This is an optimization exercise on Yosys and OpenROAD, whose aim is small area, not a production implementation. Only simulation tests tie the RTL to the original design; equivalence was not proved. Power is estimated from default activity; no workload was simulated.

==> flow/run.sh <==
#!/bin/bash
# synth_recipe.tcl (not shown) runs the flow's synth.tcl, then flattens the netlist and writes it again
# the make line also repeats each setting of config.mk as NAME=value (left out here)
make -C /OpenROAD-flow-scripts/flow DESIGN_CONFIG=/design/flow/config.mk WORK_HOME=/design/flow/orfs CLKGATE_MAP_FILE= SYNTH_SCRIPT=/design/flow/synth_recipe.tcl finish
==> flow/config.mk <==
export PLATFORM = sky130hd
export DESIGN_NAME = life_game
export DESIGN_NICKNAME = life_game
export VERILOG_FILES = /design/flow/design.v
export SDC_FILE = /design/flow/constraint.sdc
export NUM_CORES = 8
export LEC_CHECK = 0
export CAP_MARGIN = 40
export CORE_MARGIN = 2
export CORE_UTILIZATION = 40
export SLEW_MARGIN = 30
==> flow/constraint.sdc <==
create_clock -name core_clock -period 40.0 [get_ports {clock}]
set_input_delay 8.0000 -clock core_clock [delete_from_list [all_inputs] [get_ports {clock}]]
set_output_delay 8.0000 -clock core_clock [all_outputs]
set_load 0.01 [all_outputs]
==> flow/design.v <==
`timescale 1ns / 1ps
module hsv_to_rgb(
	input [3:0] h,
	input [2:0] s,
	input [2:0] v,
	output [2:0] r,
	output [2:0] g,
	output [1:0] b
	);
	wire [2:0] max = v;
	wire [2:0] _temp = v * s / 7;
	wire [2:0] min = v - _temp;
	wire [2:0] mid = v - _temp / 2;
	wire [2:0] b_;
	assign r = h == 0 || h == 1 || h == 2 || h == 10 || h == 11 ? max :
			h == 3 || h == 9 ? mid :
			min;
	assign g = h == 2 || h == 3 || h == 4 || h == 5 || h == 6 ? max :
			h == 1 || h == 7 ? mid :
			min;
	assign b_ = h == 6 || h == 7 || h == 8 || h == 9 || h == 10 ? max :
			h == 5 || h == 11 ? mid :
			min;
	assign b = b_ / 2;
endmodule
`timescale 1ns / 1ps
module color_generator(
	input [4:0] x_index,
	input [4:0] y_index,
	output [7:0] color
	);
	wire [3:0] h;
	wire [2:0] s;
	assign h = x_index * 12 / 32;
	assign s = y_index / 6 + 4;
	hsv_to_rgb hsv_to_rgb(h, s, 3'b111, color[7:5], color[4:2], color[1:0]);
endmodule
`timescale 1ns / 1ps
module color_circlizer(
	input [4:0] x_position,
	input [4:0] y_position,
   input [7:0] color_in,
   input [7:0] color_blank,
   output [7:0] color_out
   );
	parameter BLOCK_SIZE = 20;
	wire [3:0] x = x_position > BLOCK_SIZE / 2 ? x_position - BLOCK_SIZE / 2 : BLOCK_SIZE / 2 - x_position;
	wire [3:0] y = y_position > BLOCK_SIZE / 2 ? y_position - BLOCK_SIZE / 2 : BLOCK_SIZE / 2 - y_position;
	assign color_out = x * x + y * y < (BLOCK_SIZE / 2) * (BLOCK_SIZE / 2) ? color_in : color_blank;
endmodule
`timescale 1ns / 1ps
module life_game(
	input clock,
	input reset,
	input enable,
	input circlize,
	input pointer_ready,
	input [8:0] pointer_delta_x,
	input [8:0] pointer_delta_y,
	input pointer_select,
	input [9:0] x_position,
	input [8:0] y_position,
	input inside_video,
	output reg [7:0] color
	);
	parameter BLOCK_SIZE = 25;
	parameter BLOCK_COUNT_X = 640 / BLOCK_SIZE;
	parameter BLOCK_COUNT_Y = 480 / BLOCK_SIZE;
	parameter COLOR_POINTER = 8'b110_110_10;
	parameter COLOR_EMPTY = 8'b111_111_11;
	parameter COLOR_BLACK = 8'b000_000_00;
	reg [9:0] pointer_x;
	reg [8:0] pointer_y;
	wire [4:0] pointer_x_index;
	wire [4:0] pointer_y_index;
	wire pointer_select_on [0:BLOCK_COUNT_X - 1] [0:BLOCK_COUNT_Y - 1];
	reg map_0 [0:BLOCK_COUNT_X - 1] [0:BLOCK_COUNT_Y - 1];
	reg map_1 [0:BLOCK_COUNT_X - 1] [0:BLOCK_COUNT_Y - 1];
	reg map_index;
	wire [3:0] neighbor_count_0 [0:BLOCK_COUNT_X - 1] [0:BLOCK_COUNT_Y - 1];
	wire [3:0] neighbor_count_1 [0:BLOCK_COUNT_X - 1] [0:BLOCK_COUNT_Y - 1];
	wire [4:0] x_index;
	wire [4:0] y_index;
	wire block_current;
	wire [7:0] color_life;
	wire [7:0] color_empty;
	wire [7:0] color_block;
	wire [7:0] color_block_circlized;
	function initial_cell(input integer i, input integer j);
		initial_cell = (i == 1 && j == 0) || (i == 2 && j == 1) || (i == 0 && j == 2) || (i == 1 && j == 2) || (i == 2 && j == 2);
	endfunction
	always @(posedge clock) begin
		if (reset) begin
			pointer_x <= 320;
			pointer_y <= 240;
		end else if (pointer_ready) begin
			if (pointer_delta_x[8]) begin
				pointer_x <= pointer_x - pointer_delta_x[7:0];
			end else begin
				pointer_x <= pointer_x + pointer_delta_x[7:0];
			end
			if (pointer_delta_y[8]) begin
				pointer_y <= pointer_y - pointer_delta_y[7:0];
			end else begin
				pointer_y <= pointer_y + pointer_delta_y[7:0];
			end
		end
	end
	assign pointer_x_index = pointer_x / BLOCK_SIZE;
	assign pointer_y_index = pointer_y / BLOCK_SIZE;
	always @(posedge clock) begin
		if (reset) begin
			map_index <= 0;
		end else if (enable) begin
			map_index <= ~map_index;
		end
	end
genvar i, j;
generate
	for (i = 0; i < BLOCK_COUNT_X; i = i + 1) begin
		for (j = 0; j < BLOCK_COUNT_Y; j = j + 1) begin
	assign pointer_select_on[i][j] = i == pointer_x_index && j == pointer_y_index && pointer_select;
	assign neighbor_count_0[i][j] = map_0[(i - 1 + BLOCK_COUNT_X) % BLOCK_COUNT_X][(j - 1 + BLOCK_COUNT_Y) % BLOCK_COUNT_Y] + map_0[i][(j - 1 + BLOCK_COUNT_Y) % BLOCK_COUNT_Y] + map_0[(i + 1) % BLOCK_COUNT_X][(j - 1 + BLOCK_COUNT_Y) % BLOCK_COUNT_Y]
			+ map_0[(i - 1 + BLOCK_COUNT_X) % BLOCK_COUNT_X][j] + map_0[(i + 1) % BLOCK_COUNT_X][j]
			+ map_0[(i - 1 + BLOCK_COUNT_X) % BLOCK_COUNT_X][(j + 1) % BLOCK_COUNT_Y] + map_0[i][(j + 1) % BLOCK_COUNT_Y] + map_0[(i + 1) % BLOCK_COUNT_X][(j + 1) % BLOCK_COUNT_Y];
	assign neighbor_count_1[i][j] = map_1[(i - 1 + BLOCK_COUNT_X) % BLOCK_COUNT_X][(j - 1 + BLOCK_COUNT_Y) % BLOCK_COUNT_Y] + map_1[i][(j - 1 + BLOCK_COUNT_Y) % BLOCK_COUNT_Y] + map_1[(i + 1) % BLOCK_COUNT_X][(j - 1 + BLOCK_COUNT_Y) % BLOCK_COUNT_Y]
			+ map_1[(i - 1 + BLOCK_COUNT_X) % BLOCK_COUNT_X][j] + map_1[(i + 1) % BLOCK_COUNT_X][j]
			+ map_1[(i - 1 + BLOCK_COUNT_X) % BLOCK_COUNT_X][(j + 1) % BLOCK_COUNT_Y] + map_1[i][(j + 1) % BLOCK_COUNT_Y] + map_1[(i + 1) % BLOCK_COUNT_X][(j + 1) % BLOCK_COUNT_Y];
	always @(posedge clock) begin
		if (map_index == 0) begin
			map_0[i][j] <= pointer_select_on[i][j] ^ map_0[i][j];
			if (map_0[i][j]) begin
				map_1[i][j] <= neighbor_count_0[i][j] == 2 | neighbor_count_0[i][j] == 3;
			end else begin
				map_1[i][j] <= neighbor_count_0[i][j] == 3;
			end
		end else begin
			map_1[i][j] <= pointer_select_on[i][j] ^ map_1[i][j];
			if (map_1[i][j]) begin
				map_0[i][j] <= neighbor_count_1[i][j] == 2 | neighbor_count_1[i][j] == 3;
			end else begin
				map_0[i][j] <= neighbor_count_1[i][j] == 3;
			end
		end
		if (reset) begin
			map_0[i][j] <= initial_cell(i, j);
		end
	end
		end
	end
endgenerate
	assign x_index = x_position / BLOCK_SIZE;
	assign y_index = y_position / BLOCK_SIZE;
	assign block_current = x_index >= BLOCK_COUNT_X || y_index >= BLOCK_COUNT_Y ? 1'b0 :
			map_index == 0 ? map_0[x_index][y_index] : map_1[x_index][y_index];
	color_generator color_generator(x_index, y_index, color_life);
	assign color_empty = x_index == pointer_x_index && y_index == pointer_y_index ? COLOR_POINTER : COLOR_EMPTY;
	assign color_block = block_current ? color_life : color_empty;
	color_circlizer #(BLOCK_SIZE) color_circlizer (x_position - x_index * BLOCK_SIZE, y_position - y_index * BLOCK_SIZE, color_block, color_empty, color_block_circlized);
	always @(*) begin
		if (inside_video) begin
			if (x_position <= BLOCK_SIZE * BLOCK_COUNT_X) begin
				color = circlize ? color_block : color_block_circlized;
			end else begin
				color = COLOR_BLACK;
			end
		end else begin
			color = 0;
		end
	end
endmodule
==> metrics.log <==
[metrics] first-pass iteration count of the detailed router: 10
[metrics] Critical Path Start Type: input pin
[metrics] Final ANT Viol Nets: 0
[metrics] switching power share of the total: 0.626
[metrics] Critical Path Fanout Max: 20
[metrics] number of buffers inserted during clock tree synthesis: between 150 and 200
[metrics] highest clock frequency the design can meet: between 0.02 and 0.03 GHz
[metrics] switching pwr: 5.35 mW
[metrics] launching instance or port of the critical path: x_position[6]
[metrics] status: finished clean
[metrics] compound-gate portion of the synthesized area: 0.149
[metrics] clock tree from TritonCTS: done
[metrics] logic gate share of total power: 0.690
[metrics] post-synth top area cell: fa_1
[metrics] Req. time, crit path: 32.00 ns
[metrics] initial antenna violation count: about 220
[metrics] post-synthesis instance area: 0.207 mm2
[metrics] number of max-slew violations in the final report: 0
[metrics] worst voltage drop across the vdd grid: 174 uV
[metrics] final wirelength: 1020 mm
[metrics] layout overhead on the synthesized area: 10.4%
[metrics] share of the yosys chip area belonging to registers: 0.0939
[metrics] Post-synth EDFFs: 0
[metrics] total via count in the routed design: around 180k
[metrics] Clock Sink Count: 970
[metrics] WS Path Type: in -> out
[metrics] count of placed standard cells including taps: 29270
[metrics] area of the placeable core: 0.516 mm2
[metrics] most frequent cell after synthesis: inv_1
[metrics] number of setup violations in the final report: 0
[metrics] combined global-route utilization of all metal layers: 0.391
[metrics] boundary pin count: 52
[metrics] Power Internal: 3.20 mW
[metrics] fraction of registers with async set or reset after synthesis: 0
[metrics] number of buffers inserted to repair setup after CTS: 0
[metrics] most instantiated flip-flop cell in the synthesis netlist: dfxtp_1
[metrics] Setup crit end kind: output port
[metrics] cell type of the slowest stage on the worst timing path: clkdlybuf4s50_1
[metrics] Worst Max-Slew Pin Slew: about 1.1 ns
[metrics] first-pass GRT wire length: approximately 1400 mm
[metrics] total of flip-flops plus latches after synthesis: 970
[metrics] Hold Crit Class: reg -> reg
[metrics] total leakage power: 116 nW
[metrics] cells taking the most area after synthesis: fa_1 (37%), ha_1 (18%), dfxtp_1 (9.4%)
[metrics] setup TNS: 0 ns
[metrics] Iteration-0 DRC Markers: 19758
[metrics] DRC Markers: 0
[metrics] # nets final: 29354
[metrics] Synth warnings: 5
[metrics] effective utilization at floorplan: 0.401
[metrics] Tmin final: 33.91 ns
[metrics] number of cells produced by synthesis: 21979
[metrics] average cell area after synthesis: 9.41 um2
[metrics] chip height: 723 um
[metrics] part of the power in the clock network: 0.184
[metrics] sequential cell fraction of total power: 0.126
[metrics] standard-cell row count: 264
[metrics] net count of the mapped netlist: 28789
[metrics] share of the clock period used by the worst path after layout: 0.848
[metrics] worst flop-to-flop path startpoint: pointer_y[5]
[metrics] via count of the first global-routing pass: between 150k and 200k
[metrics] Simple-Gate Fraction of Synth Area: 0.0651
[metrics] pin count of the biggest net entering global routing: 137
[metrics] buffers added on ports: 51
[metrics] relative max-transition margin: 0.287
[metrics] Clk pin slew, worst setup/hold paths: 0.06 ns
[metrics] die area: 0.523 mm2
[metrics] routed length per instance: about 34 um
[metrics] deepest clock path buffer count: 4
[metrics] distinct cell type count of the synthesized netlist: 119
[metrics] largest family of logic cells by synthesized area: adder cells
[metrics] share of cell area taken by muxes after synthesis: 0.00172
[metrics] Hold Path Origin: pointer_y[0]
[metrics] hpwl dp: approximately 840 mm
[metrics] root buffer cell: clkbuf_16
[metrics] Worst Skew: just over 0.07 ns
[metrics] synth cell count leaders: inv_1 (4789), fa_1 (3809), ha_1 (2957), o21ai_0 (1974), nand3_1 (1143)
[metrics] overflow left after global routing: 0
[metrics] power density relative to cell area: 37.4 mW/mm2
[metrics] die extent in x: around 720 um
[metrics] routed vias/inst: 5.94
[metrics] maxcap violations: 0
[metrics] Non-Filler Instances: 29700
[metrics] H-tree level count: 4
[metrics] fraction of layout instances using a drive strength above 1: 0.0625
[metrics] largest stage delay on the critical path: 0.81 ns
[metrics] worst endpoint data arrival time: 25.91 ns
[metrics] most frequent CP cell: buf_4
[metrics] Placer Congestion: 1.09
[metrics] final core utilization: 0.442
[metrics] portion of synthesized cell area occupied by the leading cell type: 0.369
[metrics] number of hold-repair buffers added at the cts stage: 0
[metrics] worst-skew pair later-pin latency: 0.98 ns
[metrics] final count of hold timing violations: 0
[metrics] adder and majority gate portion of the synthesized area: 0.548
[metrics] xor and xnor area share after synthesis: 0.0453
[metrics] setup repair after global routing missed its margin: false
[metrics] Resized Gates After CTS: 0
worst paths after layout:
path / cells past startpoint / endpoint / slack (ns)
setup / recovery: 60 / color[0] / 6.09
hold reg to reg: 2 / pointer_y[0] / 0.50
hold / removal: 2 / pointer_y[0] / 0.50
setup reg to reg: 27 / map_1[291] / 30.27
per-layer routing:
layer	part of all wire	global-route usage	vias to the layer above
met2	0.41	0.562	9560
met1	0.39	0.497	89644
met5	0.00054	0	-
li1	-	-	74798
met4	0.088	0.282	84
met3	0.11	0.118	2339
placed cells by master, fill, tap and decap left out, types with 111 or more instances in the layout:
cell	count
o211ai_1	111
ha_1	2957
o21ai_0	1973
nor2_1	494
o22ai_1	141
a21oi_1	1127
inv_1	4784
fa_1	3809
a22o_1	153
xnor2_1	1004
a22oi_1	187
buf_4	688
o21ai_1	116
nand2_1	647
nand3_1	1136
dfxtp_1	927
o2111ai_1	736
diode_2	113
clkbuf_16	169
through the flow:
step | hold WS (ns) | area (um2) | worst slack (ns) | power, mW
after floorplan | 0.469 | 207000 | 12.65 | 3.62
after global placement | 0.480 | 220000 | 5.97 | 6.58
after detailed placement | 0.504 | 222000 | 6.70 | 6.64
after CTS | 0.508 | 228000 | 6.67 | 8.22
after global routing | 0.556 | 228000 | 5.24 | 8.58
final | 0.504 | 228000 | 6.09 | 8.55
power groups by stage:
stage | combinational (mW) | sequential [mW] | clock (mW)
2_1_floorplan | 2.55 | 1.07 | 0
3_3_place_gp | 5.48 | 1.10 | 0
3_5_place_dp | 5.55 | 1.09 | 0
4_1_cts | 5.56 | 1.07 | 1.59
5_1_grt | 5.90 | 1.08 | 1.61
6_report | 5.89 | 1.07 | 1.58
area by class of cell:
class                   instances  area [um2]
clock inverters                44         519
clock buffers                 250        4920
well taps                    6916        8650
inverters                    4801       18000
diodes                        113         283
fillers                     50102      288000
multi-input cells           15673      168000
flip-flops and latches        970       19500
repair buffers                933        8500
logic make-up after synthesis:
group | Yosys count
adder cells (fa/ha/maj) | 6774
AO/OA/AOI/OAI | 4973
XOR/XNOR | 1068
multiplexers | 34
buffers and inverters | 5336
flip-flops | 970
AND/OR/NAND/NOR | 2824
sequential cells by signal, summed over array words and instances, names as in the netlist:
signal	count
map_index	1
map_0	475
pointer_y	9
map_1	475
pointer_x	10
critical path, delay by kind of cell:
kind	cells	cell delay [ns]
AO/OA/AOI/OAI	19	5.73
AND/OR/NAND/NOR	17	4.66
multiplexers	1	0.13
XOR/XNOR	1	0.25
adder cells (fa/ha/maj)	7	1.89
buffers and inverters	15	5.14

==> re-timing with driven ports <==
In the flow no input, the clock included, has a driving cell. The finished layout below was timed again as built, in two steps. Step 1: set_driving_cell puts a clkbuf_16 on clock and a buf_2 on each other input, an assumption about the parent block. Step 2 times the ports against the registers' clock, not the clock port: input delays grow and output delays shrink by t, the midpoint of the rising clock arrivals with the driver on. Slacks: ideal ports / drivers / drivers and shift; pairs: ideal ports / drivers.
shift t [ns]: 1.068
slack for setup (ns): 6.087 / 6.062 / 6.062
worst slew at a driven data input, ns: 0.10
After both steps this run still meets setup and hold. For this run, drivers alone change the setup slack by -0.025 ns; drivers and shift together by -0.025 ns.
